Context: an optimization exercise on an open-source flow, tuned for small area. The choices shown serve that exercise and are no tape-out recipe.
In this exercise RTL edits were held to simulation tests only and were not proved equivalent to the original.
Power and IR drop assume default switching activity.

==> flow/design.v <==
module filt(
	input clk,
	input rst,
	input in_n,
	output out
	);
	reg [3:0] c;
	assign out = c[3] & c[1];
	always @(posedge clk)
		if (rst | in_n) c <= 4'd0;
		else if (!out) c <= c + 4'd1;
endmodule
module mv #(parameter FWD = 1, parameter [11:0] OFF = 12'd220) (
	input clk,
	input rst,
	input go,
	input [1:0] sc,
	input [1:0] old_ph,
	input boundary,
	output reg [1:0] ph,
	output reg done
	);
	reg [6:0] counter;
	reg [11:0] mysteps;
	wire lt = (sc == 2'd3) ? (mysteps != 12'hfff) :
	          (sc == 2'd1) ? (mysteps < 12'd188) :
	          (sc == 2'd2) ? (mysteps < OFF) : 1'b0;
	always @(posedge clk) begin
		if (rst) begin
			done <= 0;
			counter <= 0;
			mysteps <= 0;
			ph <= 0;
		end
		else if (go && boundary) done <= 1;
		else if (go && !done) begin
			if (lt) begin
				counter <= counter + 7'd1;
				if (&counter) begin
					mysteps <= mysteps + 12'd1;
					ph <= FWD ? {ph[0], ~ph[1]} : {~ph[0], ph[1]};
				end
			end
			else done <= 1;
		end
		else if (!go) begin
			done <= 0;
			mysteps <= 0;
			ph <= old_ph;
		end
	end
endmodule
module mc #(parameter [11:0] OFF = 12'd220) (
	input clk,
	input rst,
	input go,
	input dir,
	input [1:0] sc,
	input b1,
	input b2,
	output [3:0] state,
	output reg done
	);
	reg [1:0] myph;
	reg [1:0] oph;
	reg en;
	reg gf, gb;
	wire [1:0] phf, phb;
	wire df, db;
	assign state = en ? {~oph[0], ~oph[1], oph[0], oph[1]} : 4'b0000;
	always @(posedge clk) begin
		if (rst) begin
			done <= 0;
			en <= 0;
			oph <= 0;
			myph <= 0;
			gf <= 0;
			gb <= 0;
		end
		else begin
			done <= dir ? db : df;
			if (go) begin
				en <= 1;
				oph <= myph;
				if (!dir) begin
					gf <= 1;
					myph <= phf;
				end
				else begin
					gb <= 1;
					myph <= phb;
				end
			end
			else begin
				gf <= 0;
				gb <= 0;
				en <= 0;
			end
		end
	end
	mv #(.FWD(1), .OFF(OFF)) f(.clk(clk), .rst(rst), .go(gf), .sc(sc), .old_ph(myph),
		.boundary(b1), .ph(phf), .done(df));
	mv #(.FWD(0), .OFF(OFF)) b(.clk(clk), .rst(rst), .go(gb), .sc(sc), .old_ph(myph),
		.boundary(b2), .ph(phb), .done(db));
endmodule
module Main(
	input CLOCK_50,
	input rst,
	input [3:0] KEY,
	input [5:0] SW,
	input [9:0] SENSOR_N,
	input [3:0] BOUNDARY_N,
	input UART_RXD,
	output UART_TXD,
	output [3:0] MOTOR_MAIN,
	output [3:0] MOTOR_MAGNET,
	output MAGNET_N,
	output [10:0] DISPLAY
	);
	wire clk = CLOCK_50;
	reg [3:0] posKEY;
	reg [3:0] edgeKEY;
	integer i;
	always @(posedge clk) begin
		if (rst) begin
			posKEY <= 4'b0000;
			edgeKEY <= 4'b0000;
		end
		else begin
			for (i = 0; i < 4; i = i + 1) begin
				if (!KEY[i] & !edgeKEY[i]) begin
					posKEY[i] <= 1;
					edgeKEY[i] <= 1;
				end
				else if (KEY[i]) edgeKEY[i] <= 0;
				else posKEY[i] <= 0;
			end
		end
	end
	wire [9:0] sensorData;
	wire [3:0] bnd;  
	genvar g;
	generate
		for (g = 0; g < 10; g = g + 1) begin : sf
			filt u(.clk(clk), .rst(rst), .in_n(SENSOR_N[g]), .out(sensorData[g]));
		end
		for (g = 0; g < 4; g = g + 1) begin : bf
			filt u(.clk(clk), .rst(rst), .in_n(BOUNDARY_N[g]), .out(bnd[g]));
		end
	endgenerate
	reg [12:0] racc;
	reg rtick;
	always @(posedge clk)
		if (rst) {rtick, racc} <= 14'd0;
		else {rtick, racc} <= {1'b0, racc} + 14'd151;
	reg [1:0] RxD_sync_inv;
	reg [1:0] RxD_cnt_inv;
	reg RxD_bit_inv;
	always @(posedge clk)
		if (rst) RxD_sync_inv <= 2'b00;
		else if (rtick) RxD_sync_inv <= {RxD_sync_inv[0], ~UART_RXD};
	always @(posedge clk)
		if (rst) begin
			RxD_cnt_inv <= 2'b00;
			RxD_bit_inv <= 1'b0;
		end
		else if (rtick) begin
			if (RxD_sync_inv[1] && RxD_cnt_inv != 2'b11) RxD_cnt_inv <= RxD_cnt_inv + 2'h1;
			else if (~RxD_sync_inv[1] && RxD_cnt_inv != 2'b00) RxD_cnt_inv <= RxD_cnt_inv - 2'h1;
			if (RxD_cnt_inv == 2'b00) RxD_bit_inv <= 1'b0;
			else if (RxD_cnt_inv == 2'b11) RxD_bit_inv <= 1'b1;
		end
	reg [3:0] rstate;
	reg [3:0] bit_spacing;
	wire next_bit = (bit_spacing == 4'd10);
	always @(posedge clk)
		if (rst || rstate == 0) bit_spacing <= 4'b0000;
		else if (rtick) bit_spacing <= {bit_spacing[2:0] + 4'b0001} | {bit_spacing[3], 3'b000};
	always @(posedge clk)
		if (rst) rstate <= 4'b0000;
		else if (rtick)
			case (rstate)
				4'b0000: if (RxD_bit_inv) rstate <= 4'b1000;
				4'b1000: if (next_bit) rstate <= 4'b1001;
				4'b1001: if (next_bit) rstate <= 4'b1010;
				4'b1010: if (next_bit) rstate <= 4'b1011;
				4'b1011: if (next_bit) rstate <= 4'b1100;
				4'b1100: if (next_bit) rstate <= 4'b1101;
				4'b1101: if (next_bit) rstate <= 4'b1110;
				4'b1110: if (next_bit) rstate <= 4'b1111;
				4'b1111: if (next_bit) rstate <= 4'b0001;
				4'b0001: if (next_bit) rstate <= 4'b0000;
				default: rstate <= 4'b0000;
			endcase
	reg [7:0] rdata;
	always @(posedge clk)
		if (rst) rdata <= 8'h00;
		else if (rtick && next_bit && rstate[3]) rdata <= {~RxD_bit_inv, rdata[7:1]};
	reg rrdy, rd1, rd2, rd3;
	always @(posedge clk)
		if (rst) {rrdy, rd1, rd2, rd3} <= 4'b0;
		else begin
			rrdy <= rtick && next_bit && rstate == 4'b0001 && ~RxD_bit_inv;
			rd1 <= rrdy;
			rd2 <= rd1;
			rd3 <= rd2;
		end
	wire cv = rd2 | rd3;
	wire [1:0] top = rdata[7:6];
	wire [5:0] lo = rdata[5:0];
	wire c00 = cv & (top == 2'b00);
	wire c10 = cv & (top == 2'b10);
	wire c11 = cv & (top == 2'b11);
	wire mv_cmd = c00 & (lo[2:0] == 3'b000);
	wire [7:0] direction = mv_cmd ? (8'd1 << lo[5:3]) : 8'd0;
	wire cmd_reset = c00 & (lo == 6'b111111);
	wire cmd_hoff = c00 & (lo == 6'b111001);
	wire magnet_on = cv & (top == 2'b01) & lo[5];
	wire magnet_off = cv & (top == 2'b01) & ~lo[5];
	wire want_scan = c10 & (lo == 6'b111111);
	wire black_to_play = c10 & (lo == 6'b100001);
	wire white_to_play = c10 & (lo == 6'b100010);
	wire draw_offer = c10 & (lo[5:2] == 4'b1010);
	wire black_wins = c10 & (lo == 6'b000001);
	wire white_wins = c10 & (lo == 6'b000010);
	wire draw_game = c10 & (lo == 6'b000011);
	wire normal_wait = c11 & (lo == 6'b000000);
	wire player_must_jump = c11 & (lo == 6'b000001);
	wire more_jumps_available = c11 & (lo == 6'b000010);
	wire unrecoverable_error = c11 & (lo == 6'b111111);
	wire did_not_move = c11 & (lo == 6'b000011);
	reg magnet;
	assign MAGNET_N = magnet;
	always @(posedge clk)
		if (rst) magnet <= 1;
		else if (magnet_on) magnet <= 0;
		else if (magnet_off) magnet <= 1;
	reg black_play, white_play, draw_offered, black_win, white_win, draw;
	reg normal, must_jump, more_jumps, error, no_move;
	assign DISPLAY = {no_move, draw_offered, error, more_jumps, must_jump, normal,
	                  draw, white_win, black_win, white_play, black_play};
	always @(posedge clk) begin
		if (rst) begin
			black_play <= 0;
			white_play <= 0;
			draw_offered <= 0;
			black_win <= 0;
			white_win <= 0;
			draw <= 0;
			normal <= 0;
			must_jump <= 0;
			more_jumps <= 0;
			error <= 0;
			no_move <= 0;
		end
		else begin
			if (black_to_play) begin
				black_play <= 1;
				white_play <= 0;
			end
			if (white_to_play) begin
				black_play <= 0;
				white_play <= 1;
			end
			if (draw_offer) draw_offered <= 1;
			if (posKEY[1]) begin
				black_win <= 0;
				white_win <= 0;
				draw <= 0;
				draw_offered <= 0;
			end
			else begin
				if (black_wins) black_win <= 1;
				else if (white_wins) white_win <= 1;
				else if (draw_game) draw <= 1;
			end
			if (posKEY[0]) begin
				normal <= 0;
				must_jump <= 0;
				more_jumps <= 0;
				error <= 0;
				no_move <= 0;
				draw_offered <= 0;
			end
			else begin
				if (normal_wait) normal <= 1;
				if (player_must_jump) must_jump <= 1;
				if (more_jumps_available) more_jumps <= 1;
				if (unrecoverable_error) error <= 1;
				if (did_not_move) no_move <= 1;
			end
		end
	end
	wire scan_offset_move, scan_move;
	reg movement_done, reset_done, offset_done;
	reg go_main, go_magnet;
	reg [1:0] steps_main, steps_magnet;  
	reg dir_main, dir_magnet;
	reg resetting, offsetting;
	wire done_main, done_magnet;
	always @(posedge clk) begin
		if (rst) begin
			movement_done <= 0;
			reset_done <= 0;
			offset_done <= 0;
			go_main <= 0;
			go_magnet <= 0;
			steps_main <= 0;
			steps_magnet <= 0;
			dir_main <= 0;
			dir_magnet <= 0;
			resetting <= 0;
			offsetting <= 0;
		end
		else begin
			if (resetting) reset_done <= (done_main && done_magnet);
			else if (offsetting) offset_done <= done_magnet;
			else if (go_main && go_magnet) movement_done <= (done_main && done_magnet);
			else if (go_main) movement_done <= done_main;
			else if (go_magnet) movement_done <= done_magnet;
			if (!go_main && !go_magnet) begin
				movement_done <= 0;
				reset_done <= 0;
				offset_done <= 0;
			end
			if (movement_done || reset_done || offset_done) begin
				go_main <= 0;
				go_magnet <= 0;
				resetting <= 0;
				offsetting <= 0;
			end
			else if (cmd_reset) begin
				go_main <= 1;
				go_magnet <= 1;
				dir_main <= 0;
				dir_magnet <= 0;
				steps_main <= 2'd3;
				steps_magnet <= 2'd3;
				resetting <= 1;
			end
			else if (scan_offset_move) begin
				go_main <= 1;
				dir_main <= 1;
				steps_main <= 2'd2;
			end
			else if (scan_move) begin
				go_main <= 1;
				dir_main <= 1;
				steps_main <= 2'd1;
			end
			else if (cmd_hoff) begin
				go_magnet <= 1;
				dir_magnet <= 1;
				steps_magnet <= 2'd2;
				offsetting <= 1;
			end
			else if (direction[0]) begin  
				go_main <= 1;
				dir_main <= 0;
				steps_main <= 2'd1;
			end
			else if (direction[4]) begin  
				go_main <= 1;
				dir_main <= 1;
				steps_main <= 2'd1;
			end
			else if (direction[6]) begin  
				go_magnet <= 1;
				dir_magnet <= 0;
				steps_magnet <= 2'd1;
			end
			else if (direction[2]) begin  
				go_magnet <= 1;
				dir_magnet <= 1;
				steps_magnet <= 2'd1;
			end
			else if (direction[7]) begin  
				go_main <= 1;
				go_magnet <= 1;
				dir_main <= 0;
				dir_magnet <= 0;
				steps_main <= 2'd1;
				steps_magnet <= 2'd1;
			end
			else if (direction[5]) begin  
				go_main <= 1;
				go_magnet <= 1;
				dir_main <= 1;
				dir_magnet <= 0;
				steps_main <= 2'd1;
				steps_magnet <= 2'd1;
			end
			else if (direction[3]) begin  
				go_main <= 1;
				go_magnet <= 1;
				dir_main <= 1;
				dir_magnet <= 1;
				steps_main <= 2'd1;
				steps_magnet <= 2'd1;
			end
			else if (direction[1]) begin  
				go_main <= 1;
				go_magnet <= 1;
				dir_main <= 0;
				dir_magnet <= 1;
				steps_main <= 2'd1;
				steps_magnet <= 2'd1;
			end
		end
	end
	mc #(.OFF(12'd220)) mainMotor(.clk(clk), .rst(rst), .go(go_main), .dir(dir_main),
		.sc(steps_main), .b1(bnd[1]), .b2(bnd[0]), .state(MOTOR_MAIN), .done(done_main));
	mc #(.OFF(12'd83)) magnetMotor(.clk(clk), .rst(rst), .go(go_magnet), .dir(dir_magnet),
		.sc(steps_magnet), .b1(bnd[3]), .b2(bnd[2]), .state(MOTOR_MAGNET), .done(done_magnet));
	reg scanning;
	reg [4:0] position;
	reg begun_move, sending_move;
	reg sent_left, sent_right, sent_move;
	reg sending_scan_left, sending_scan_right;
	reg [4:0] pieces;
	reg scan_offset_move_r, scan_move_r;
	assign scan_offset_move = scan_offset_move_r;
	assign scan_move = scan_move_r;
	wire TxD_busy;
	always @(posedge clk) begin
		if (rst) begin
			scanning <= 0;
			position <= 0;
			begun_move <= 0;
			sending_move <= 0;
			sent_left <= 0;
			sent_right <= 0;
			sent_move <= 0;
			sending_scan_left <= 0;
			sending_scan_right <= 0;
			pieces <= 0;
			scan_offset_move_r <= 0;
			scan_move_r <= 0;
		end
		else begin
			if (scan_move_r) scan_move_r <= 0;
			if (scan_offset_move_r) scan_offset_move_r <= 0;
			if (begun_move) begin
				if (movement_done) begin
					begun_move <= 0;
					sending_move <= 1;
				end
			end
			else if (TxD_busy) begin
				if (sending_move) begin
					sending_move <= 0;
					sent_move <= 1;
					position <= position + 5'd1;
				end
				else if (sending_scan_left) begin
					sending_scan_left <= 0;
					sent_left <= 1;
				end
				else if (sending_scan_right) begin
					sending_scan_right <= 0;
					sent_right <= 1;
				end
			end
			else if (want_scan) begin
				scanning <= 1;
				position <= 5'd0;
			end
			else if (scanning) begin
				if (position == 0) begin
					scan_offset_move_r <= 1;
					begun_move <= 1;
				end
				else if (sent_move) begin
					sent_move <= 0;
					sending_scan_left <= 1;
					pieces <= sensorData[4:0];
				end
				else if (sent_left) begin
					sent_left <= 0;
					sending_scan_right <= 1;
					pieces <= sensorData[9:5];
				end
				else if (sent_right) begin
					sent_right <= 0;
					if (position == 5'd10) scanning <= 0;
					else begin
						scan_move_r <= 1;
						begun_move <= 1;
					end
				end
			end
		end
	end
	reg [7:0] dataStream;
	reg data_start;
	always @(posedge clk) begin
		if (rst) begin
			data_start <= 0;
			dataStream <= 0;
		end
		else begin
			if (posKEY[0]) begin
				data_start <= 1;
				dataStream <= 8'b00000000;
			end
			else if (posKEY[3]) begin
				data_start <= 1;
				dataStream <= 8'b00010000;
			end
			else if (posKEY[2]) begin
				data_start <= 1;
				dataStream <= 8'b00100000;
			end
			else if (reset_done) begin
				data_start <= 1;
				dataStream <= 8'b01111111;
			end
			else if (offset_done) begin
				data_start <= 1;
				dataStream <= 8'b01111001;
			end
			else if (movement_done) begin
				data_start <= 1;
				dataStream <= {2'b01, rdata[5:3], 3'b000};
			end
			else if (sending_scan_left) begin
				data_start <= 1;
				dataStream <= {3'b101, pieces};
			end
			else if (sending_scan_right) begin
				data_start <= 1;
				dataStream <= {3'b100, pieces};
			end
			else if (posKEY[1]) begin
				data_start <= 1;
				dataStream <= {2'b11, SW[5:3], SW[2:0]};
			end
			else data_start <= 0;
		end
	end
	reg [15:0] tacc;
	reg ttick;
	reg [3:0] tstate;
	wire TxD_ready = (tstate == 0);
	assign TxD_busy = ~TxD_ready;
	always @(posedge clk)
		if (rst) {ttick, tacc} <= 17'd0;
		else if (TxD_busy) {ttick, tacc} <= {1'b0, tacc} + 17'd151;
	reg [7:0] TxD_dataReg;
	always @(posedge clk)
		if (rst) TxD_dataReg <= 8'h00;
		else if (TxD_ready & data_start) TxD_dataReg <= dataStream;
	always @(posedge clk)
		if (rst) tstate <= 4'b0000;
		else
			case (tstate)
				4'b0000: if (data_start) tstate <= 4'b0001;
				4'b0001: if (ttick) tstate <= 4'b0100;
				4'b0100: if (ttick) tstate <= 4'b1000;
				4'b1000: if (ttick) tstate <= 4'b1001;
				4'b1001: if (ttick) tstate <= 4'b1010;
				4'b1010: if (ttick) tstate <= 4'b1011;
				4'b1011: if (ttick) tstate <= 4'b1100;
				4'b1100: if (ttick) tstate <= 4'b1101;
				4'b1101: if (ttick) tstate <= 4'b1110;
				4'b1110: if (ttick) tstate <= 4'b1111;
				4'b1111: if (ttick) tstate <= 4'b0010;
				4'b0010: if (ttick) tstate <= 4'b0011;
				4'b0011: if (ttick) tstate <= 4'b0000;
				default: if (ttick) tstate <= 4'b0000;
			endcase
	wire muxbit = TxD_dataReg[tstate[2:0]];
	reg TxD;
	assign UART_TXD = TxD;
	always @(posedge clk)
		if (rst) TxD <= 1'b1;
		else TxD <= (tstate < 4) | (tstate[3] & muxbit);
endmodule
==> flow/run.sh <==
#!/bin/bash
# synth_recipe.tcl (not shown) runs the flow's synth.tcl, then flattens the netlist and writes it again
# the make line also repeats each setting of config.mk as NAME=value (left out here)
make -C /OpenROAD-flow-scripts/flow DESIGN_CONFIG=/design/flow/config.mk WORK_HOME=/design/flow/orfs CLKGATE_MAP_FILE= SYNTH_SCRIPT=/design/flow/synth_recipe.tcl finish
==> flow/config.mk <==
export PLATFORM = sky130hd
export DESIGN_NAME = Main
export DESIGN_NICKNAME = Main
export VERILOG_FILES = /design/flow/design.v
export SDC_FILE = /design/flow/constraint.sdc
export NUM_CORES = 4
export LEC_CHECK = 0
export CAP_MARGIN = 20
export CORE_MARGIN = 2
export CORE_UTILIZATION = 40
export CTS_BUF_LIST = sky130_fd_sc_hd__clkbuf_4
export SLEW_MARGIN = 20
==> flow/constraint.sdc <==
create_clock -name core_clock -period 20.0 [get_ports {CLOCK_50}]
set_input_delay 4.0000 -clock core_clock [delete_from_list [all_inputs] [get_ports {CLOCK_50}]]
set_output_delay 4.0000 -clock core_clock [all_outputs]
set_load 0.01 [all_outputs]
==> results of run 1 <==
==> through the flow <==
| step | area [sq um] | cells | util, % |
|---|---|---|---|
| 6_report | 14700 | 2030 | 46.4 |
| 5_1_grt | 14700 | 2030 | 46.4 |
| 4_1_cts | 14700 | 2029 | 46.4 |
| 3_5_place_dp | 13600 | 1881 | 42.9 |
| 2_1_floorplan | 13000 | 1511 | - |
| 3_3_place_gp | 13600 | 1881 | 42.9 |
==> logic make-up (layout without fill, tap and decap cells) <==
logic type	count (synthesis)	count (layout)	synth area share, %
and+or+nand+nor	645	645	24.7
buffers and inverters	124	240	4.05
adders and majority gates	31	31	2.99
other	0	1	0
AOI/OAI and AO/OA	290	290	13.7
DFF	291	291	45.0
xor gates and xnor gates	81	81	5.48
muxes	49	49	4.05
==> synthesized netlist by cell type (6+ instances only) <==
master / number / area share, %
ha_1: 31 / 3.0
nand2_1: 121 / 3.5
mux2i_1: 40 / 3.1
dfxtp_1: 291 / 45
o21ai_0: 51 / 2.0
or4_1: 10 / 0.58
clkbuf_1: 58 / 1.7
nor3b_1: 7 / 0.41
nor3_1: 84 / 3.2
or3_1: 31 / 1.5
a21oi_1: 117 / 4.5
a211oi_1: 17 / 0.99
and3_1: 16 / 0.77
nand2b_1: 9 / 0.43
a31oi_1: 38 / 1.8
nor2b_1: 21 / 1.0
nand4_1: 23 / 1.1
o31ai_1: 6 / 0.35
nor2_1: 197 / 5.7
inv_1: 41 / 1.2
and2_1: 12 / 0.58
nand3_1: 60 / 2.3
o211ai_1: 7 / 0.41
nor4_1: 18 / 0.87
buf_1: 6 / 0.17
buf_4: 12 / 0.70
xor2_1: 47 / 3.2
xnor2_1: 34 / 2.3
==> power breakdown <==
part	leakage [uW]	internal [uW]	total [uW]	switching, uW
registers	0.00235	591	602	11.6
clock network	0.000659	329	575	246
logic	0.00228	21.0	49.0	27.9
==> routing by layer <==
layer | GRT usage, % | share of wire (%)
met1 | 21.6 | 48
met2 | 25.7 | 45
met3 | 3.63 | 4.1
met4 | 6.53 | 2.5
met5 | 0 | 0
==> worst paths after layout <==
path,startpoint,depth (start not counted),slack (ns),end
max reg2reg,mainMotor.b.mysteps[8],6,17.00,mainMotor.b.mysteps[10]
min,dataStream[1],2,0.44,TxD_dataReg[1]
max,mainMotor.oph[1],2,14.27,MOTOR_MAIN[0]
min reg2reg,dataStream[1],2,0.44,TxD_dataReg[1]
==> flip-flops by register name (all words and copies together), names as in the netlist, 5 cells and up <==
name                   cells
mainMotor.b.mysteps       12
bf.u.c                    16
tacc                      16
magnetMotor.f.counter      7
mainMotor.b.counter        7
magnetMotor.f.mysteps     12
rdata                      8
dataStream                 8
racc                      13
magnetMotor.b.mysteps     12
pieces                     5
mainMotor.f.mysteps       12
magnetMotor.b.counter      7
TxD_dataReg                8
mainMotor.f.counter        7
sf.u.c                    40
position                   5
==> cell type report <==
cell class | count | share of cell area [%]
Antenna cell | 1 | 0.0170
Tap cell | 402 | 3.42
Sequential cell | 291 | 39.6
Timing Repair Buffer | 50 | 3.36
Multi-Input combinational cell | 1096 | 45.0
Clock buffer | 121 | 6.17
Inverter | 42 | 1.07
Clock inverter | 27 | 1.43
==> worst max-delay path: stages, from the launching register on <==
cell	delay [ns]
dfxtp_1	0.39
and2_1	0.14
clkdlybuf4s50_1	0.53
==> flow_summary.yaml, run 1 <==
layout:
  final_common_cell: "dfxtp_1"
  syn2layout_area_growth_pct: 13.6
  multiInputGateArea_sq_um: 6620
  mostFrequentLayoutCells: "dfxtp_1, nor2_1, nand2_1, clkbuf_4, a21oi_1"
  fill_cells: 3125
  layout-drive-gt1-share_pct: 10.1
  fin_nets: 1620
  regArea_sq_um: 5830
worst_setup_path:
  cp-end-kind: "output pin"
  arrival_ns: 1.73
  critical_path_required_ns: 16.00
  path_class: "flip-flop to output pin"
  path_max_fanout: 3
  startpoint_type: "flip-flop"
place:
  place_congestion: 0.832
  port_buffers: 47
  hpwl_um: 18000
  place_ws_ns: 13.54
die:
  dieArea_sq_um: 33800
  die_height_um: 184
  rows: 65
  fp.dieW_um: 184
  initial_core_util_pct: 40.8
  ios: 48
  core_sq_um: 31700
synth:
  ys.flop_type: "dfxtp_1"
  ys_ff_latch: 291
  synthDistinctLibCells: 80
  synth_nets: 1569
  synth_edf_count: 0
  ys_seq_area_share_pct: 45.0
  syn-cell-area_sq_um: 13000
  postSynthAreaPerCell_sq_um: 8.57
  postSynthCellCount: 1511
  yosysWarnings: 8
  async_reset_ff_share_pct: 0
power:
  ir_drop_mv: 0.0483
  power_leakage_uw: 0.00529
  p_per_area_nw_per_um2: 83.3
  finalPower_uw: 1230
drt:
  drc_errors: 0
  ant_nets: 0
  via_count: 10700
  wl_um: 27300
  vias_per_cell: 5.27
  firstDrtPassIters: 5
  avgRoutedWirePerCell_um: 13.5
  dr.first_iter.drc_count: 641
timing:
  min_period_over_period_pct: 28.6
  min_period_ns: 5.73
  clock_skew_ns: 0.0446
  hold_viol: 0
  holdWs_ns: 0.439
  drv_slew: 0
  slew_headroom_pct: 26.5
  max_freq_ghz: 0.175
  tightest_slew_ns: 1.10
  setup_slack_ns: 14.27
  setup_viol: 0
  rsz0062_at_grt: "no"
  fin_tns_setup_ns: 0
outcome:
  status: "finished clean"
clock_tree:
  post-cts-setup-buffers: 0
  clk_latency_ns: 0.68
  cts_tree: "yes"
  cts.sinks: 291
  clockBufferDepth: 3
  clkSlewWorstSetupHoldPaths_ns: 0.06
  cts_resized: 0
  cts.root.buffer_cell: "clkbuf_4"
  numCtsBuffers: 81
  cts_max_level: 3
  cts_hold_buf: 0
global_route:
  gr-usage-all-layers_pct: 16.3
  first_global_vias: 10029
  overflow: 0
  antenna_found_initial: 1
  grt_start_max_net_pins: 135
  grt_pass1_wl_um: 46600
worst_hold_path:
  holdCritPathClass: "flip-flop to flip-flop"
flow_run:
  cap_violations: 0
==> run 2, diff against run 1 <==
--- a/flow/config.mk
+++ b/flow/config.mk
@@ -10,3 +10,2 @@
 export CORE_UTILIZATION = 40
-export CTS_BUF_LIST = sky130_fd_sc_hd__clkbuf_4
 export SLEW_MARGIN = 20
==> run 2 against run 1 <==
Compared with the run above:
- still clean
- worst setup slack lost 0.13 ns
- first-iteration DRC count shrank 12%
- total power grew 2.3%
==> flow_summary.yaml, run 2 <==
synth:
  synthMuxAreaShare_pct: 4.05
  synth_nets: 1569
  synth_edf_count: 0
  yosys.area_share.simple_pct: 24.7
  synth_top_family_by_area: "simple AND/OR/NAND/NOR gates"
  synth_compound_area_share_pct: 13.7
  synthAdderAreaFrac_pct: 2.99
  ys.flop_type: "dfxtp_1"
  netlist_top_cells_area: "dfxtp_1, nor2_1, a21oi_1"
  yosysWarnings: 8
  ys_seq_area_share_pct: 45.0
  synth_xor_xnor_area_share_pct: 5.48
  syn-cell-area_sq_um: 13000
  async_reset_ff_share_pct: 0
  ys_ff_latch: 291
  postSynthCellCount: 1511
  yosysTopAreaCellShare_pct: 45.0
  postSynthAreaPerCell_sq_um: 8.57
  synth_top_area_cell: "dfxtp_1"
  synth.top_cells.by_count: "dfxtp_1, nor2_1, nand2_1"
  synthDistinctLibCells: 80
  synth_most_common_cell: "dfxtp_1"
die:
  rows: 65
  initial_core_util_pct: 40.8
  ios: 48
  die_height_um: 184
  fp.dieW_um: 184
  dieArea_sq_um: 33800
  core_sq_um: 31700
worst_setup_path:
  cpMaxStageDelayCell: "inv_1"
  r2r-end: "mainMotor.b.mysteps[10]"
  ff2ff_setup_slack_ns: 17.00
  crit_path_start: "rst"
  r2r.worst_path.cells: 6
  cpLargestDelayFamily: "buffers and inverters"
  startpoint_type: "primary input"
  path_max_fanout: 134
  path_buf_inv: 2
  path_cells: "buf_6, inv_1, nand2_1, nor2_1, a31o_2"
  timing.rr.start: "mainMotor.b.mysteps[8]"
  cp-end-kind: "flip-flop"
  endpoint: "mainMotor.f.mysteps[6]"
  path_depth: 5
  arrival_ns: 6.25
  critical_path_required_ns: 20.39
  slowest_delay_ns: 0.71
  path_class: "primary input to flip-flop"
drt:
  avgRoutedWirePerCell_um: 13.9
  vias_per_cell: 5.36
  via_count: 10394
  drc_errors: 0
  ant_nets: 0
  dr.first_iter.drc_count: 562
  wl_um: 26900
  firstDrtPassIters: 5
clock_tree:
  clkSlewWorstSetupHoldPaths_ns: 0.06
  cts_resized: 0
  cts.sinks: 291
  post-cts-setup-buffers: 0
  cts.root.buffer_cell: "clkbuf_16"
  clk_latency_ns: 0.50
  numCtsBuffers: 34
  cts_max_level: 2
  clockBufferDepth: 3
  cts_hold_buf: 0
  cts_tree: "yes"
place:
  place_ws_ns: 13.54
  place_congestion: 0.832
  hpwl_um: 18000
  port_buffers: 47
  dp.cells: 1881
layout:
  fin_cells: 1938
  largest_reg_flops: 40
  layout-drive-gt1-share_pct: 5.27
  fin_nets: 1573
  mostFrequentLayoutCells: "dfxtp_1, nor2_1, nand2_1"
  syn2layout_area_growth_pct: 13.4
  final_common_cell: "dfxtp_1"
  regMostFlops: "sf.u.c"
  n_antenna_cell: 0
global_route:
  antenna_found_initial: 0
  gr-usage-all-layers_pct: 16.0
  grt_start_max_net_pins: 135
  overflow: 0
  grt_pass1_wl_um: 46000
  first_global_vias: 9661
timing:
  clock_skew_ns: 0.0121
  hold_viol: 0
  min_period_ns: 5.86
  fin_tns_setup_ns: 0
  slew_headroom_pct: 29.9
  setup_viol: 0
  min_period_over_period_pct: 29.3
  rsz0062_at_grt: "no"
  drv_slew: 0
  tightest_slew_ns: 1.05
  max_freq_ghz: 0.171
  setup_slack_ns: 14.14
worst_hold_path:
  holdCritPathClass: "flip-flop to flip-flop"
power:
  finalPower_uw: 1250
  p_per_area_nw_per_um2: 85.4
  ir_drop_mv: 0.0628
  power_leakage_uw: 0.00517
flow_run:
  cap_violations: 0
outcome:
  status: "finished clean"
[run 2: changes by cell type in the layout (fill, tap and decap cells not counted)]
cell       before  now
clkbuf_4      121    0
inv_6           0    1
clkbuf_8        0    3
inv_2           2    1
clkbuf_16       0   37
bufinv_16       4    2
clkbuf_1        0   11
clkinv_1       19    0
diode_2         1    0
[run 2: per-layer routing]
metal  GRT usage, %  vias up  part of all wire [%]
met5              0        -                     0
met1           21.9     4817                    49
li1               -     5374                     -
met3           2.63       44                   3.5
met2           25.7      159                    45
met4           4.99        0                   2.0
[run 2: cell type report]
| class | count | area, sq um |
|---|---|---|
| fill | 3057 | 17000 |
| multi-input combinational | 1096 | 6620 |
| sequential | 291 | 5830 |
| clock buffer | 51 | 1010 |
| tap | 402 | 503 |
| timing repair buffer | 50 | 494 |
| inverter | 42 | 158 |
| clock inverter | 6 | 83.8 |
[run 2: how the worst min path moves through the flow]
stage	start	cells past startpoint	slack (ns)	to
finish	rd1	1	0.44	rd2
global route	rd1	1	0.46	rd2
CTS	rrdy	1	0.44	rd1
detailed placement	rrdy	1	0.43	rd1
global placement	rd1	1	0.42	rd2
floorplan	rrdy	1	0.41	rd1
[run 2: logic make-up after synthesis]
| logic type | Yosys count |
|---|---|
| flip-flops | 291 |
| multiplexers | 49 |
| XOR/XNOR | 81 |
| AO/OA/AOI/OAI | 290 |
| AND/OR/NAND/NOR | 645 |
| adder cells (fa/ha/maj) | 31 |
| buffers and inverters | 124 |
[run 2: power by group]
part | total [uW] | leakage, uW | internal (uW) | switching (uW)
Combinational | 48.8 | 0.00228 | 21.0 | 27.8
Sequential | 603 | 0.00235 | 591 | 11.7
Clock | 603 | 0.000535 | 373 | 230
Total | 1250 | 0.00517 | 985 | 269
[run 2: per-stage QoR]
step,hold WS [ns],util (%),area (sq um)
finish,0.444,46.3,14700
global route,0.463,46.3,14700
floorplan,0.414,-,13000
global placement,0.423,42.9,13600
detailed placement,0.432,42.9,13600
CTS,0.444,46.3,14700
==> run 3, diff against run 2 <==
--- a/flow/config.mk
+++ b/flow/config.mk
@@ -10,2 +10,4 @@
 export CORE_UTILIZATION = 40
+export CTS_BUF_LIST = sky130_fd_sc_hd__clkbuf_2
+export CTS_CLUSTER_SIZE = 30
 export SLEW_MARGIN = 20
==> run 3 against run 2 <==
Compared with the run above:
- still clean
- maximum frequency down 0.55%
- first-iteration DRC count grew 1.6%
- via count grew 2.7%
- sequential share of layout area rose by 1.1 points
- synthesized cell count stayed put
- core utilization fell by 1.3 points
- register-to-register slack worse by 0.02 ns
- total power is 16% lower
- clock power is 33% lower
- worst hold slack lost 0.030 ns
- cell count up 4.2%
- routed wire length up 1.9%
==> flow_summary.yaml, run 3 <==
outcome:
  status: "finished clean"
flow_run:
  cap_violations: 0
timing:
  max_freq_ghz: 0.170
  fin_tns_setup_ns: 0
  min_period_over_period_pct: 29.5
  rsz0062_at_grt: "no"
  min_period_ns: 5.90
  setup_viol: 0
  hold_viol: 0
  setup_slack_ns: 14.10
  slew_headroom_pct: 29.6
  drv_slew: 0
  clock_skew_ns: 0.0950
  tightest_slew_ns: 1.06
layout:
  layout-drive-gt1-share_pct: 9.59
  fin_nets: 1618
  largest_reg_flops: 40
  final_common_cell: "dfxtp_1"
  mostFrequentLayoutCells: "dfxtp_1, nor2_1, nand2_1"
  fin_cells: 2020
  regMostFlops: "sf.u.c"
  syn2layout_area_growth_pct: 10.3
global_route:
  first_global_vias: 10057
  use_met2_pct: 25.9
  grt_pass1_wl_um: 46700
  grt_util_met1_pct: 21.6
  use_met3_pct: 3.31
  overflow: 0
  antenna_found_initial: 1
  top_usage_layer: "met2"
  gr-usage-all-layers_pct: 16.3
  grt_start_max_net_pins: 135
worst_setup_path:
  critical_path_required_ns: 16.00
  cpLargestDelayFamily: "buffers and inverters"
  timing.rr.start: "mainMotor.b.mysteps[8]"
  crit_path_start: "mainMotor.oph[1]"
  path_max_fanout: 3
  ff2ff_setup_slack_ns: 16.98
  slowest_delay_ns: 0.53
  r2r.worst_path.cells: 6
  path_buf_inv: 1
  startpoint_type: "flip-flop"
  arrival_ns: 1.90
  cpMaxStageDelayCell: "clkdlybuf4s50_1"
  path_cells: "and2_1, clkdlybuf4s50_1"
  path_class: "flip-flop to output pin"
  cp-end-kind: "output pin"
  r2r-end: "mainMotor.b.mysteps[10]"
power:
  ir_drop_mv: 0.0388
  p_per_area_nw_per_um2: 74.0
  finalPower_uw: 1060
  power_leakage_uw: 0.00517
place:
  dp.cells: 1881
  hpwl_um: 18000
  place_congestion: 0.832
  port_buffers: 47
  place_ws_ns: 13.54
synth:
  synth_xor_xnor_area_share_pct: 5.48
  synthDistinctLibCells: 80
  synth_edf_count: 0
  synth_top_family_by_area: "simple AND/OR/NAND/NOR gates"
  yosys.area_share.simple_pct: 24.7
  ys_ff_latch: 291
  synthAdderAreaFrac_pct: 2.99
  postSynthCellCount: 1511
  yosysWarnings: 8
  netlist_top_cells_area: "dfxtp_1, nor2_1, a21oi_1"
  ys.flop_type: "dfxtp_1"
  async_reset_ff_share_pct: 0
  synth_top_area_cell: "dfxtp_1"
  synth_compound_area_share_pct: 13.7
  synth_most_common_cell: "dfxtp_1"
  synthMuxAreaShare_pct: 4.05
  ys_seq_area_share_pct: 45.0
  synth.top_cells.by_count: "dfxtp_1, nor2_1, nand2_1"
  postSynthAreaPerCell_sq_um: 8.57
  synth_nets: 1569
  yosysTopAreaCellShare_pct: 45.0
  syn-cell-area_sq_um: 13000
worst_hold_path:
  holdCritPathClass: "flip-flop to flip-flop"
  hold_start: "dataStream[1]"
  min_path_cells: 2
  holdPathEnd: "TxD_dataReg[1]"
die:
  ios: 48
  initial_core_util_pct: 40.8
  dieArea_sq_um: 33800
  fp.dieW_um: 184
  rows: 65
  die_height_um: 184
  core_sq_um: 31700
drt:
  firstDrtPassIters: 5
  ant_nets: 0
  via_count: 10670
  drc_errors: 0
  wl_um: 27400
  dr.first_iter.drc_count: 571
  avgRoutedWirePerCell_um: 13.6
  vias_per_cell: 5.28
clock_tree:
  clockBufferDepth: 3
  cts.sinks: 291
  clkSlewWorstSetupHoldPaths_ns: 0.10
  cts_max_level: 3
  numCtsBuffers: 79
  post-cts-setup-buffers: 0
  clk_latency_ns: 0.84
  cts_tree: "yes"
  cts_hold_buf: 0
  cts.root.buffer_cell: "clkbuf_2"
  cts_resized: 0
run 3: cell count changes in the layout (fill, tap and decap cells not counted), sizes merged:
cell,previous run,this run
clkbuf,51,115
inv,43,44
diode,0,1
bufinv,2,1
clkinv,3,20
run 3: worst register-to-register path: stages (launching register included):
cell      delay [ns]
dfxtp_1         0.39
nor4_1          0.31
o211ai_1        0.13
o22ai_1         0.64
nand3_1         0.68
or4b_1          0.65
a21oi_1         0.15
run 3: how the worst max path moves through the flow:
stage,end,cells after the start
after floorplan,dataStream[7],4
after global placement,magnetMotor.f.mysteps[9],4
after detailed placement,mainMotor.f.mysteps[11],5
after CTS,MOTOR_MAIN[3],2
after global routing,MOTOR_MAGNET[3],2
final,MOTOR_MAIN[0],2
run 3: layout make-up:
type                            count  area (sq um)
Antenna cell                        1          2.50
Fill cell                        3153         17400
Clock inverter                     23           115
Tap cell                          402           503
Timing Repair Buffer               50           494
Inverter                           42           158
Sequential cell                   291          5830
Multi-Input combinational cell   1096          6620
Clock buffer                      115           576
run 3: per-layer routing:
| metal | wire length [um] | vias to the layer above |
|---|---|---|
| li1 | - | 5517 |
| met1 | 13300 | 4921 |
| met2 | 12500 | 173 |
| met3 | 1010 | 59 |
| met4 | 665 | 0 |
| met5 | 0 | - |
run 3: cells by family (layout without fill, tap and decap cells):
logic type	Yosys count	after routing
DFF	291	291
adders and majority gates	31	31
and+or+nand+nor	645	645
other	0	1
buffers and inverters	124	230
muxes	49	49
AOI/OAI and AO/OA	290	290
xor gates and xnor gates	81	81
run 3: per-stage QoR:
step	instance area, sq um	hold WS [ns]	util, %
floorplan	13000	0.414	-
global placement	13600	0.423	42.9
detailed placement	13600	0.432	42.9
CTS	14300	0.399	45.0
global route	14300	0.453	45.1
finish	14300	0.414	45.1
run 3: power by group:
group | total, uW | internal, uW | switching (uW)
clock network | 407 | 166 | 241
registers | 602 | 590 | 11.8
logic | 48.8 | 21.0 | 27.8
==> run 4, diff against run 3 <==
--- a/flow/design.v
+++ b/flow/design.v
@@ -6,7 +6,9 @@
 	);
-	reg [3:0] c;
-	assign out = c[3] & c[1];
+	reg [3:0] q;
+	wire [3:0] c = q ^ 4'b0011;
+	wire x = c[3] | c[2] | ~(c[1] | c[0]);
+	assign out = c[3] & c[2] & c[1];
 	always @(posedge clk)
-		if (rst | in_n) c <= 4'd0;
-		else if (!out) c <= c + 4'd1;
+		if (rst | in_n) q <= 4'b0011;
+		else q <= {c[2:0], x} ^ 4'b0011;
 endmodule
@@ -27,2 +29,3 @@
 	          (sc == 2'd2) ? (mysteps < OFF) : 1'b0;
+	wire step = go && !boundary && !done && lt;
 	always @(posedge clk) begin
@@ -31,18 +34,10 @@
 			counter <= 0;
-			mysteps <= 0;
-			ph <= 0;
 		end
-		else if (go && boundary) done <= 1;
-		else if (go && !done) begin
-			if (lt) begin
-				counter <= counter + 7'd1;
-				if (&counter) begin
-					mysteps <= mysteps + 12'd1;
-					ph <= FWD ? {ph[0], ~ph[1]} : {~ph[0], ph[1]};
-				end
-			end
-			else done <= 1;
+		else begin
+			done <= go && (boundary || done || !lt);
+			if (step) counter <= counter + 7'd1;
 		end
-		else if (!go) begin
-			done <= 0;
+	end
+	always @(posedge clk) begin
+		if (!go) begin
 			mysteps <= 0;
@@ -50,2 +45,6 @@
 		end
+		else if (step && &counter) begin
+			mysteps <= mysteps + 12'd1;
+			ph <= FWD ? {ph[0], ~ph[1]} : {~ph[0], ph[1]};
+		end
 	end
@@ -65,4 +64,4 @@
 	reg [1:0] oph;
-	reg en;
 	reg gf, gb;
+	wire en = gf | gb;  
 	wire [1:0] phf, phb;
@@ -73,4 +72,2 @@
 			done <= 0;
-			en <= 0;
-			oph <= 0;
 			myph <= 0;
@@ -82,4 +79,2 @@
 			if (go) begin
-				en <= 1;
-				oph <= myph;
 				if (!dir) begin
@@ -96,3 +91,2 @@
 				gb <= 0;
-				en <= 0;
 			end
@@ -100,2 +94,3 @@
 	end
+	always @(posedge clk) if (go) oph <= myph;
 	mv #(.FWD(1), .OFF(OFF)) f(.clk(clk), .rst(rst), .go(gf), .sc(sc), .old_ph(myph),
@@ -175,4 +170,7 @@
 	wire next_bit = (bit_spacing == 4'd10);
+	wire frame_end = rtick && next_bit && rstate == 4'b0001;
 	always @(posedge clk)
-		if (rst || rstate == 0) bit_spacing <= 4'b0000;
+		if (rst) bit_spacing <= 4'b0000;
+		else if (rstate == 0) bit_spacing <= (bit_spacing[3] && bit_spacing[2:0] != 3'd6 && bit_spacing[2:0] != 3'd7) ? bit_spacing + 4'd1 : 4'd0;
+		else if (frame_end) bit_spacing <= RxD_bit_inv ? 4'd0 : 4'd11;
 		else if (rtick) bit_spacing <= {bit_spacing[2:0] + 4'b0001} | {bit_spacing[3], 3'b000};
@@ -196,14 +194,4 @@
 	always @(posedge clk)
-		if (rst) rdata <= 8'h00;
-		else if (rtick && next_bit && rstate[3]) rdata <= {~RxD_bit_inv, rdata[7:1]};
-	reg rrdy, rd1, rd2, rd3;
-	always @(posedge clk)
-		if (rst) {rrdy, rd1, rd2, rd3} <= 4'b0;
-		else begin
-			rrdy <= rtick && next_bit && rstate == 4'b0001 && ~RxD_bit_inv;
-			rd1 <= rrdy;
-			rd2 <= rd1;
-			rd3 <= rd2;
-		end
-	wire cv = rd2 | rd3;
+		if (rtick && next_bit && rstate[3]) rdata <= {~RxD_bit_inv, rdata[7:1]};
+	wire cv = (rstate == 0) && (bit_spacing == 4'd13 || bit_spacing == 4'd14);
 	wire [1:0] top = rdata[7:6];
@@ -307,4 +295,2 @@
 			go_magnet <= 0;
-			steps_main <= 0;
-			steps_magnet <= 0;
 			dir_main <= 0;
@@ -336,4 +322,2 @@
 				dir_magnet <= 0;
-				steps_main <= 2'd3;
-				steps_magnet <= 2'd3;
 				resetting <= 1;
@@ -343,3 +327,2 @@
 				dir_main <= 1;
-				steps_main <= 2'd2;
 			end
@@ -348,3 +331,2 @@
 				dir_main <= 1;
-				steps_main <= 2'd1;
 			end
@@ -353,3 +335,2 @@
 				dir_magnet <= 1;
-				steps_magnet <= 2'd2;
 				offsetting <= 1;
@@ -359,3 +340,2 @@
 				dir_main <= 0;
-				steps_main <= 2'd1;
 			end
@@ -364,3 +344,2 @@
 				dir_main <= 1;
-				steps_main <= 2'd1;
 			end
@@ -369,3 +348,2 @@
 				dir_magnet <= 0;
-				steps_magnet <= 2'd1;
 			end
@@ -374,3 +352,2 @@
 				dir_magnet <= 1;
-				steps_magnet <= 2'd1;
 			end
@@ -381,4 +358,2 @@
 				dir_magnet <= 0;
-				steps_main <= 2'd1;
-				steps_magnet <= 2'd1;
 			end
@@ -389,4 +364,2 @@
 				dir_magnet <= 0;
-				steps_main <= 2'd1;
-				steps_magnet <= 2'd1;
 			end
@@ -397,4 +370,2 @@
 				dir_magnet <= 1;
-				steps_main <= 2'd1;
-				steps_magnet <= 2'd1;
 			end
@@ -405,2 +376,17 @@
 				dir_magnet <= 1;
+			end
+		end
+	end
+	always @(posedge clk) begin
+		if (!(movement_done || reset_done || offset_done)) begin
+			if (cmd_reset) begin
+				steps_main <= 2'd3;
+				steps_magnet <= 2'd3;
+			end
+			else if (scan_offset_move) steps_main <= 2'd2;
+			else if (scan_move) steps_main <= 2'd1;
+			else if (cmd_hoff) steps_magnet <= 2'd2;
+			else if (direction[0] | direction[4]) steps_main <= 2'd1;
+			else if (direction[6] | direction[2]) steps_magnet <= 2'd1;
+			else if (direction[7] | direction[5] | direction[3] | direction[1]) begin
 				steps_main <= 2'd1;
@@ -427,3 +413,2 @@
 			scanning <= 0;
-			position <= 0;
 			begun_move <= 0;
@@ -435,3 +420,2 @@
 			sending_scan_right <= 0;
-			pieces <= 0;
 			scan_offset_move_r <= 0;
@@ -452,3 +436,2 @@
 					sent_move <= 1;
-					position <= position + 5'd1;
 				end
@@ -465,3 +448,2 @@
 				scanning <= 1;
-				position <= 5'd0;
 			end
@@ -475,3 +457,2 @@
 					sending_scan_left <= 1;
-					pieces <= sensorData[4:0];
 				end
@@ -480,3 +461,2 @@
 					sending_scan_right <= 1;
-					pieces <= sensorData[9:5];
 				end
@@ -493,49 +473,30 @@
 	end
-	reg [7:0] dataStream;
-	reg data_start;
 	always @(posedge clk) begin
-		if (rst) begin
-			data_start <= 0;
-			dataStream <= 0;
-		end
-		else begin
-			if (posKEY[0]) begin
-				data_start <= 1;
-				dataStream <= 8'b00000000;
-			end
-			else if (posKEY[3]) begin
-				data_start <= 1;
-				dataStream <= 8'b00010000;
-			end
-			else if (posKEY[2]) begin
-				data_start <= 1;
-				dataStream <= 8'b00100000;
-			end
-			else if (reset_done) begin
-				data_start <= 1;
-				dataStream <= 8'b01111111;
-			end
-			else if (offset_done) begin
-				data_start <= 1;
-				dataStream <= 8'b01111001;
-			end
-			else if (movement_done) begin
-				data_start <= 1;
-				dataStream <= {2'b01, rdata[5:3], 3'b000};
-			end
-			else if (sending_scan_left) begin
-				data_start <= 1;
-				dataStream <= {3'b101, pieces};
-			end
-			else if (sending_scan_right) begin
-				data_start <= 1;
-				dataStream <= {3'b100, pieces};
-			end
-			else if (posKEY[1]) begin
-				data_start <= 1;
-				dataStream <= {2'b11, SW[5:3], SW[2:0]};
-			end
-			else data_start <= 0;
+		if (begun_move) ;
+		else if (TxD_busy) begin
+			if (sending_move) position <= position + 5'd1;
+		end
+		else if (want_scan) position <= 5'd0;
+		else if (scanning && position != 0) begin
+			if (sent_move) pieces <= sensorData[4:0];
+			else if (sent_left) pieces <= sensorData[9:5];
 		end
 	end
+	reg [7:0] dataStream;
+	reg data_start;
+	wire ev = posKEY[0] | posKEY[3] | posKEY[2] | reset_done | offset_done |
+	          movement_done | sending_scan_left | sending_scan_right | posKEY[1];
+	always @(posedge clk)
+		if (rst) data_start <= 0;
+		else data_start <= ev;
+	always @(posedge clk)
+		if (posKEY[0]) dataStream <= 8'b00000000;
+		else if (posKEY[3]) dataStream <= 8'b00010000;
+		else if (posKEY[2]) dataStream <= 8'b00100000;
+		else if (reset_done) dataStream <= 8'b01111111;
+		else if (offset_done) dataStream <= 8'b01111001;
+		else if (movement_done) dataStream <= {2'b01, rdata[5:3], 3'b000};
+		else if (sending_scan_left) dataStream <= {3'b101, pieces};
+		else if (sending_scan_right) dataStream <= {3'b100, pieces};
+		else dataStream <= {2'b11, SW[5:3], SW[2:0]};
 	reg [15:0] tacc;
@@ -550,4 +511,3 @@
 	always @(posedge clk)
-		if (rst) TxD_dataReg <= 8'h00;
-		else if (TxD_ready & data_start) TxD_dataReg <= dataStream;
+		if (TxD_ready & data_start) TxD_dataReg <= dataStream;
 	always @(posedge clk)
==> flow/flow/run.sh (new file) <==
#!/bin/bash
# Own layout flow: the standard synthesis, then the combinational logic is
# re-mapped by ABC with an area-oriented script (flip-flops are kept as they are,
# same cells and names), then the standard layout from floorplan on, with
# port buffers of the smallest buffer and a clock tree of small buffers without
# dummy loads.
set -euo pipefail
HERE=$(pwd)
R=$HERE/orfs/results/${FLOW_PLATFORM}/Main/base
LIB=$FLOW_HOME/platforms/${FLOW_PLATFORM}/lib/sky130_fd_sc_hd__tt_025C_1v80.lib
YOSYS=$FLOW_HOME/../tools/install/yosys/bin/yosys
export BUFFER_PORTS_ARGS="-buffer_cell sky130_fd_sc_hd__buf_1"
export CTS_ARGS="$(cat $HERE/flow/cts_args.txt)"

bash standard.sh synth > standard_synth.log 2>&1
cp $R/1_2_yosys.v $HERE/std_1_2_yosys.v

cat > $HERE/remap.ys <<EOY
read_liberty -ignore_miss_func $LIB
read_verilog $HERE/std_1_2_yosys.v
hierarchy -top ${FLOW_TOP}
setattr -mod -set keep_hierarchy 1 sky130_fd_sc_hd__*df* sky130_fd_sc_hd__*dl* sky130_fd_sc_hd__conb_1
flatten
rename -hide w:_*_.*
select ${FLOW_TOP}
opt_clean
abc -liberty $LIB -dont_use sky130_fd_sc_hd__probe_p_8 -dont_use sky130_fd_sc_hd__probec_p_8 -dont_use sky130_fd_sc_hd__lpflow_bleeder_1 -dont_use sky130_fd_sc_hd__lpflow_clkbufkapwr_1 -dont_use sky130_fd_sc_hd__lpflow_clkbufkapwr_16 -dont_use sky130_fd_sc_hd__lpflow_clkbufkapwr_2 -dont_use sky130_fd_sc_hd__lpflow_clkbufkapwr_4 -dont_use sky130_fd_sc_hd__lpflow_clkbufkapwr_8 -dont_use sky130_fd_sc_hd__lpflow_clkinvkapwr_1 -dont_use sky130_fd_sc_hd__lpflow_clkinvkapwr_16 -dont_use sky130_fd_sc_hd__lpflow_clkinvkapwr_2 -dont_use sky130_fd_sc_hd__lpflow_clkinvkapwr_4 -dont_use sky130_fd_sc_hd__lpflow_clkinvkapwr_8 -dont_use sky130_fd_sc_hd__lpflow_decapkapwr_12 -dont_use sky130_fd_sc_hd__lpflow_decapkapwr_3 -dont_use sky130_fd_sc_hd__lpflow_decapkapwr_4 -dont_use sky130_fd_sc_hd__lpflow_decapkapwr_6 -dont_use sky130_fd_sc_hd__lpflow_decapkapwr_8 -dont_use sky130_fd_sc_hd__lpflow_inputiso0n_1 -dont_use sky130_fd_sc_hd__lpflow_inputiso0p_1 -dont_use sky130_fd_sc_hd__lpflow_inputiso1n_1 -dont_use sky130_fd_sc_hd__lpflow_inputiso1p_1 -dont_use sky130_fd_sc_hd__lpflow_inputisolatch_1 -dont_use sky130_fd_sc_hd__lpflow_isobufsrc_1 -dont_use sky130_fd_sc_hd__lpflow_isobufsrc_16 -dont_use sky130_fd_sc_hd__lpflow_isobufsrc_2 -dont_use sky130_fd_sc_hd__lpflow_isobufsrc_4 -dont_use sky130_fd_sc_hd__lpflow_isobufsrc_8 -dont_use sky130_fd_sc_hd__lpflow_isobufsrckapwr_16 -dont_use sky130_fd_sc_hd__lpflow_lsbuf_lh_hl_isowell_tap_1 -dont_use sky130_fd_sc_hd__lpflow_lsbuf_lh_hl_isowell_tap_2 -dont_use sky130_fd_sc_hd__lpflow_lsbuf_lh_hl_isowell_tap_4 -dont_use sky130_fd_sc_hd__lpflow_lsbuf_lh_isowell_4 -dont_use sky130_fd_sc_hd__lpflow_lsbuf_lh_isowell_tap_1 -dont_use sky130_fd_sc_hd__lpflow_lsbuf_lh_isowell_tap_2 -dont_use sky130_fd_sc_hd__lpflow_lsbuf_lh_isowell_tap_4  -script +$(cat $HERE/flow/abc_script.txt)
opt_clean
hilomap -singleton -hicell sky130_fd_sc_hd__conb_1 HI -locell sky130_fd_sc_hd__conb_1 LO
insbuf -buf sky130_fd_sc_hd__buf_4 A X
opt_clean -purge
rename -enumerate -pattern rm_%_
stat -liberty $LIB
write_verilog -noattr -nohex -nodec -selected $HERE/remap_1_2_yosys.v
EOY
$YOSYS -s $HERE/remap.ys > remap.log 2>&1
cp $HERE/remap_1_2_yosys.v $R/1_2_yosys.v
rm -f $R/1_synth.odb $R/1_synth.sdc
bash standard.sh > standard.log 2>&1
==> flow/flow/abc_script.txt (new file) <==
strash;&get,-n;&fraig,-x;&put;scorr;dc2;strash;&get,-n;&dch,-f;&nf,-R,1000;&put
==> flow/flow/cts_args.txt (new file) <==
-sink_clustering_enable -repair_clock_nets -dont_use_dummy_load -buf_list sky130_fd_sc_hd__clkbuf_4 -sink_clustering_size 8 -sink_clustering_max_diameter 40
==> flow/standard.sh (new file) <==
#!/bin/bash
# synth_recipe.tcl (not shown) runs the flow's synth.tcl, then flattens the netlist and writes it again
# the make line also repeats each setting of config.mk as NAME=value (left out here)
make -C /OpenROAD-flow-scripts/flow DESIGN_CONFIG=/design/flow/config.mk WORK_HOME=/design/flow/orfs CLKGATE_MAP_FILE= SYNTH_SCRIPT=/design/flow/synth_recipe.tcl "${@:-finish}"
--- a/flow/config.mk
+++ b/flow/config.mk
@@ -9,5 +9,3 @@
 export CORE_MARGIN = 2
-export CORE_UTILIZATION = 40
-export CTS_BUF_LIST = sky130_fd_sc_hd__clkbuf_2
-export CTS_CLUSTER_SIZE = 30
+export CORE_UTILIZATION = 65
 export SLEW_MARGIN = 20
removed: flow/run.sh
==> run 4 against run 3 <==
Compared with the run above:
- clock power decreased by 33%
- still clean
- count of clock-buffer cells in the layout down 72
- clock skew fell by 0.062 ns
- core utilization is 27 points higher
- sequential share of layout area up 13 points
- largest cell class is now registers
- synthesized cell count down 25%
- largest power group unchanged
- total power shrank 15%
- worst hold slack improved by 0.0039 ns
- sequential power shrank 0.7%
==> flow_summary.yaml, run 4 <==
die:
  rows: 46
  die_height_um: 132
  initial_core_util_pct: 67.0
  fp.dieW_um: 132
  core_sq_um: 16000
  ios: 48
  dieArea_sq_um: 17500
timing:
  rsz0062_at_grt: "no"
  drv_slew: 0
  fin_tns_setup_ns: 0
  max_freq_ghz: 0.170
  clock_skew_ns: 0.0330
  tightest_slew_ns: 0.883
  min_period_over_period_pct: 29.4
  setup_viol: 0
  min_period_ns: 5.89
  slew_headroom_pct: 40.6
  hold_viol: 0
clock_tree:
  clockBufferDepth: 3
  clkSlewWorstSetupHoldPaths_ns: 0.08
  cts.sinks: 285
  cts_resized: 0
  cts_hold_buf: 0
  cts_max_level: 2
  post-cts-setup-buffers: 0
  clk_latency_ns: 0.62
  cts.root.buffer_cell: "clkbuf_4"
  numCtsBuffers: 43
  cts_tree: "yes"
global_route:
  first_global_vias: 7729
  gr-usage-all-layers_pct: 23.2
  overflow: 0
  grt_pass1_wl_um: 34500
  antenna_found_initial: 1
  grt_start_max_net_pins: 85
power:
  p_per_area_nw_per_um2: 78.7
  ir_drop_mv: 0.0501
  power_leakage_uw: 0.00413
drt:
  wl_um: 20100
  firstDrtPassIters: 6
  via_count: 8283
  vias_per_cell: 5.80
  dr.first_iter.drc_count: 550
  drc_errors: 0
  avgRoutedWirePerCell_um: 14.1
  ant_nets: 0
worst_setup_path:
  cp-end-kind: "output pin"
  ff2ff_setup_slack_ns: 16.09
  startpoint_type: "flip-flop"
  path_max_fanout: 22
  arrival_ns: 1.89
  r2r-end: "magnetMotor.f.mysteps[10]"
  timing.rr.start: "magnetMotor.f.mysteps[0]"
  critical_path_required_ns: 16.00
  path_class: "flip-flop to output pin"
  r2r.worst_path.cells: 15
flow_run:
  cap_violations: 0
worst_hold_path:
  hold_start: "dataStream[6]"
  min_path_cells: 0
  holdCritPathClass: "flip-flop to flip-flop"
  holdPathEnd: "TxD_dataReg[6]"
layout:
  layout-drive-gt1-share_pct: 4.13
  mostFrequentLayoutCells: "dfxtp_1, nor2_1, a21oi_1"
  fin_util_pct: 71.6
  regMostFlops: "sf.u.q"
  largest_reg_flops: 40
  syn2layout_area_growth_pct: 6.88
  final_common_cell: "dfxtp_1"
  fin_nets: 1240
synth:
  syn-cell-area_sq_um: 10700
  postSynthAreaPerCell_sq_um: 9.51
  synth_nets: 1154
  yosysWarnings: 8
  postSynthCellCount: 1127
place:
  hpwl_um: 13700
  place_congestion: 0.817
  port_buffers: 47
outcome:
  status: "finished clean"
-- run 4: metal layers --
| layer | track usage, % | vias to the layer above | share of wire, % |
|---|---|---|---|
| li1 | - | 4309 | - |
| met1 | 30.4 | 3789 | 49 |
| met2 | 38.7 | 147 | 45 |
| met3 | 4.25 | 38 | 3.4 |
| met4 | 8.24 | 0 | 2.3 |
| met5 | 0 | - | 0 |
-- run 4: layout make-up --
class,count,area [sq um]
well taps,216,270
diodes,1,2.50
clock buffers,43,323
multi-input cells,811,4440
inverters,20,75.1
flip-flops and latches,285,6130
fillers,1298,4550
repair buffers,52,218
-- run 4: report_power, final --
group	switching (uW)	leakage, uW	internal [uW]
Combinational	18.4	0.00154	11.4
Clock	174	0.000198	99.0
Sequential	6.73	0.00240	591
Total	199	0.00413	702
-- run 4: worst max-delay path by stage --
stage                                  to  slack (ns)  depth (start not counted)           start
after floorplan           MOTOR_MAGNET[0]       15.04                          2  magnetMotor.gb
after global placement        offset_done       13.88                          4             rst
after detailed placement      offset_done       13.82                          4             rst
after CTS                 MOTOR_MAGNET[0]       14.05                          3  magnetMotor.gb
after global routing      MOTOR_MAGNET[2]       13.90                          3  magnetMotor.gb
final                     MOTOR_MAGNET[0]       14.11                          3  magnetMotor.gb
-- run 4: worst max-delay path, cell delays in order (launching register included) --
cell     delay [ns]
dfxtp_1        0.77
nor2_1         0.19
nor2b_1        0.15
buf_1          0.15
-- run 4: metrics by stage --
step	cell area (sq um)	setup WS [ns]	total power (uW)	hold WS, ns	cells
after floorplan	10700	15.04	627	0.386	1127
final	11500	14.11	901	0.418	1428
after detailed placement	11100	13.82	641	0.389	1384
after global routing	11500	13.90	940	0.438	1428
after CTS	11500	14.05	912	0.421	1427
after global placement	11100	13.88	640	0.387	1384
==> run 5, diff against run 4 <==
==> flow/flow/cts_args.txt (replaced) <==
-sink_clustering_enable -repair_clock_nets -dont_use_dummy_load -buf_list sky130_fd_sc_hd__clkbuf_4 -sink_clustering_size 10 -sink_clustering_max_diameter 50
==> run 5 against run 4 <==
Compared with the run above:
- still clean on timing, DRC and antenna
- total power is 2.4% lower
- die area stayed put
- worst hold slack got worse by 0.020 ns
- maximum frequency is essentially flat
- clock power fell by 7.7%
- core utilization shrank 0.38 points
- sequential power about the same
- via count about the same
- synthesized area did not move
==> flow_summary.yaml, run 5 <==
layout:
  largest_reg_flops: 40
  layout-drive-gt1-share_pct: 3.49
  regMostFlops: "sf.u.q"
  final_common_cell: "dfxtp_1"
  fin_nets: 1232
  fill_cells: 1303
  fin_util_pct: 71.2
  syn2layout_area_growth_pct: 6.32
  mostFrequentLayoutCells: "dfxtp_1, nor2_1, a21oi_1"
power:
  power_leakage_uw: 0.00410
  p_per_area_nw_per_um2: 77.2
  ir_drop_mv: 0.0565
  finalPower_uw: 879
global_route:
  gr-usage-all-layers_pct: 23.2
  first_global_vias: 7634
  grt_start_max_net_pins: 85
  grt_pass1_wl_um: 34500
  overflow: 0
  antenna_found_initial: 1
drt:
  avgRoutedWirePerCell_um: 14.2
  vias_per_cell: 5.83
  ant_nets: 0
  wl_um: 20100
  dr.first_iter.drc_count: 438
  via_count: 8275
  firstDrtPassIters: 5
  drc_errors: 0
worst_setup_path:
  critical_path_required_ns: 16.00
  path_class: "flip-flop to output pin"
  ff2ff_setup_slack_ns: 16.05
  path_max_fanout: 22
  startpoint_type: "flip-flop"
  arrival_ns: 1.88
  cp-end-kind: "output pin"
flow_run:
  cap_violations: 0
timing:
  max_freq_ghz: 0.170
  min_period_ns: 5.88
  fin_tns_setup_ns: 0
  slew_headroom_pct: 40.4
  min_period_over_period_pct: 29.4
  rsz0062_at_grt: "no"
  tightest_slew_ns: 0.887
  holdWs_ns: 0.398
  drv_slew: 0
  setup_slack_ns: 14.12
  clock_skew_ns: 0.0421
  setup_viol: 0
  hold_viol: 0
clock_tree:
  cts_hold_buf: 0
  clkSlewWorstSetupHoldPaths_ns: 0.11
  cts_resized: 0
  clk_latency_ns: 0.62
  cts.root.buffer_cell: "clkbuf_4"
  numCtsBuffers: 35
  clockBufferDepth: 3
  cts_max_level: 2
  post-cts-setup-buffers: 0
  cts.sinks: 285
  cts_tree: "yes"
die:
  dieArea_sq_um: 17500
  core_sq_um: 16000
  rows: 46
  ios: 48
  die_height_um: 132
  fp.dieW_um: 132
  initial_core_util_pct: 67.0
place:
  place_congestion: 0.817
  port_buffers: 47
  hpwl_um: 13700
  place_ws_ns: 13.82
synth:
  syn-cell-area_sq_um: 10700
  postSynthCellCount: 1127
  synth_nets: 1154
  yosysWarnings: 8
  postSynthAreaPerCell_sq_um: 9.51
worst_hold_path:
  holdCritPathClass: "flip-flop to flip-flop"
outcome:
  status: "finished clean"
==> run 5: cell count changes in the layout (fill, tap and decap cells not counted) <==
cell      previous run  this run
clkbuf_4            44        36
==> run 5: cell type report <==
| type | instances | area [sq um] | share of cell area [%] |
|---|---|---|---|
| tap | 216 | 270 | 2.37 |
| multi-input combinational | 811 | 4440 | 39.0 |
| clock buffer | 35 | 263 | 2.31 |
| timing repair buffer | 52 | 218 | 1.91 |
| antenna | 1 | 2.50 | 0.0220 |
| inverter | 20 | 75.1 | 0.659 |
| sequential | 285 | 6130 | 53.8 |
==> run 5: worst paths after layout <==
check | start | to | cells after the start
worst max-delay path | magnetMotor.gb | MOTOR_MAGNET[0] | 3
worst min-delay path | dataStream[4] | TxD_dataReg[4] | 0
worst max register to register | magnetMotor.f.mysteps[0] | magnetMotor.f.mysteps[10] | 15
worst min register to register | dataStream[4] | TxD_dataReg[4] | 0
==> run 5: critical path, cell delays in order (launching register included) <==
cell     delay [ns]
dfxtp_1        0.77
nor2_1         0.19
nor2b_1        0.15
buf_1          0.15
==> run 5: metal layers <==
layer	up-vias	share of wire, %	global-route usage, %
met4	0	2.4	8.36
met1	3823	49	30.9
met5	-	0	0
met3	34	3.3	3.87
met2	127	45	38.5
li1	4291	-	-
==> run 5: power by group <==
| part | leakage, uW | internal (uW) | switching [uW] |
|---|---|---|---|
| clock network | 0.000161 | 81.3 | 170 |
| registers | 0.00240 | 591 | 6.70 |
| logic | 0.00154 | 11.4 | 18.5 |
==> run 5: metrics by stage <==
stage / cells / instance area, sq um
floorplan: 1127 / 10700
global placement: 1384 / 11100
detailed placement: 1384 / 11100
CTS: 1419 / 11400
global route: 1420 / 11400
finish: 1420 / 11400

==> afterwards: timing with drivers on the ports <==
The flow's constraints put no driver on any port. The routed layouts listed below were extracted and timed again, unchanged, in two steps.
Step 1: set_driving_cell puts a clkbuf_16 on CLOCK_50 and a buf_2 on each other input, an assumption about the parent block.
Step 2 adds t to the input delays and takes it off the output delays; t is the mean of the earliest and latest rising clock arrival at the registers after step 1. Input paths then give back, and output paths get back, about the clock's delay inside the block.
Slacks: no drivers / after step 1 / after step 2; pairs: no drivers / after step 1.
run	t, ns	slack for setup (ns)	worst setup path after step 2	clock arrival spread, ns	slew at the worst register clock pin (ns)
run 1	0.698	14.270 / 14.225 / 13.588	input to register	0.050 / 0.051	0.08 / 0.08
run 2	0.548	14.135 / 14.144 / 13.597	input to register	0.016 / 0.017	0.06 / 0.06
run 3	0.833	14.103 / 14.063 / 13.592	input to register	0.104 / 0.104	0.11 / 0.11
run 4	0.639	14.112 / 14.074 / 13.845	input to register	0.047 / 0.047	0.09 / 0.09
run 5	0.640	14.118 / 14.080 / 13.856	input to register	0.044 / 0.044	0.11 / 0.11
After both steps every run listed still meets setup and hold. The setup slack of run 1, which loses most, moves by -0.045 ns with the drivers and by -0.682 ns with both steps.
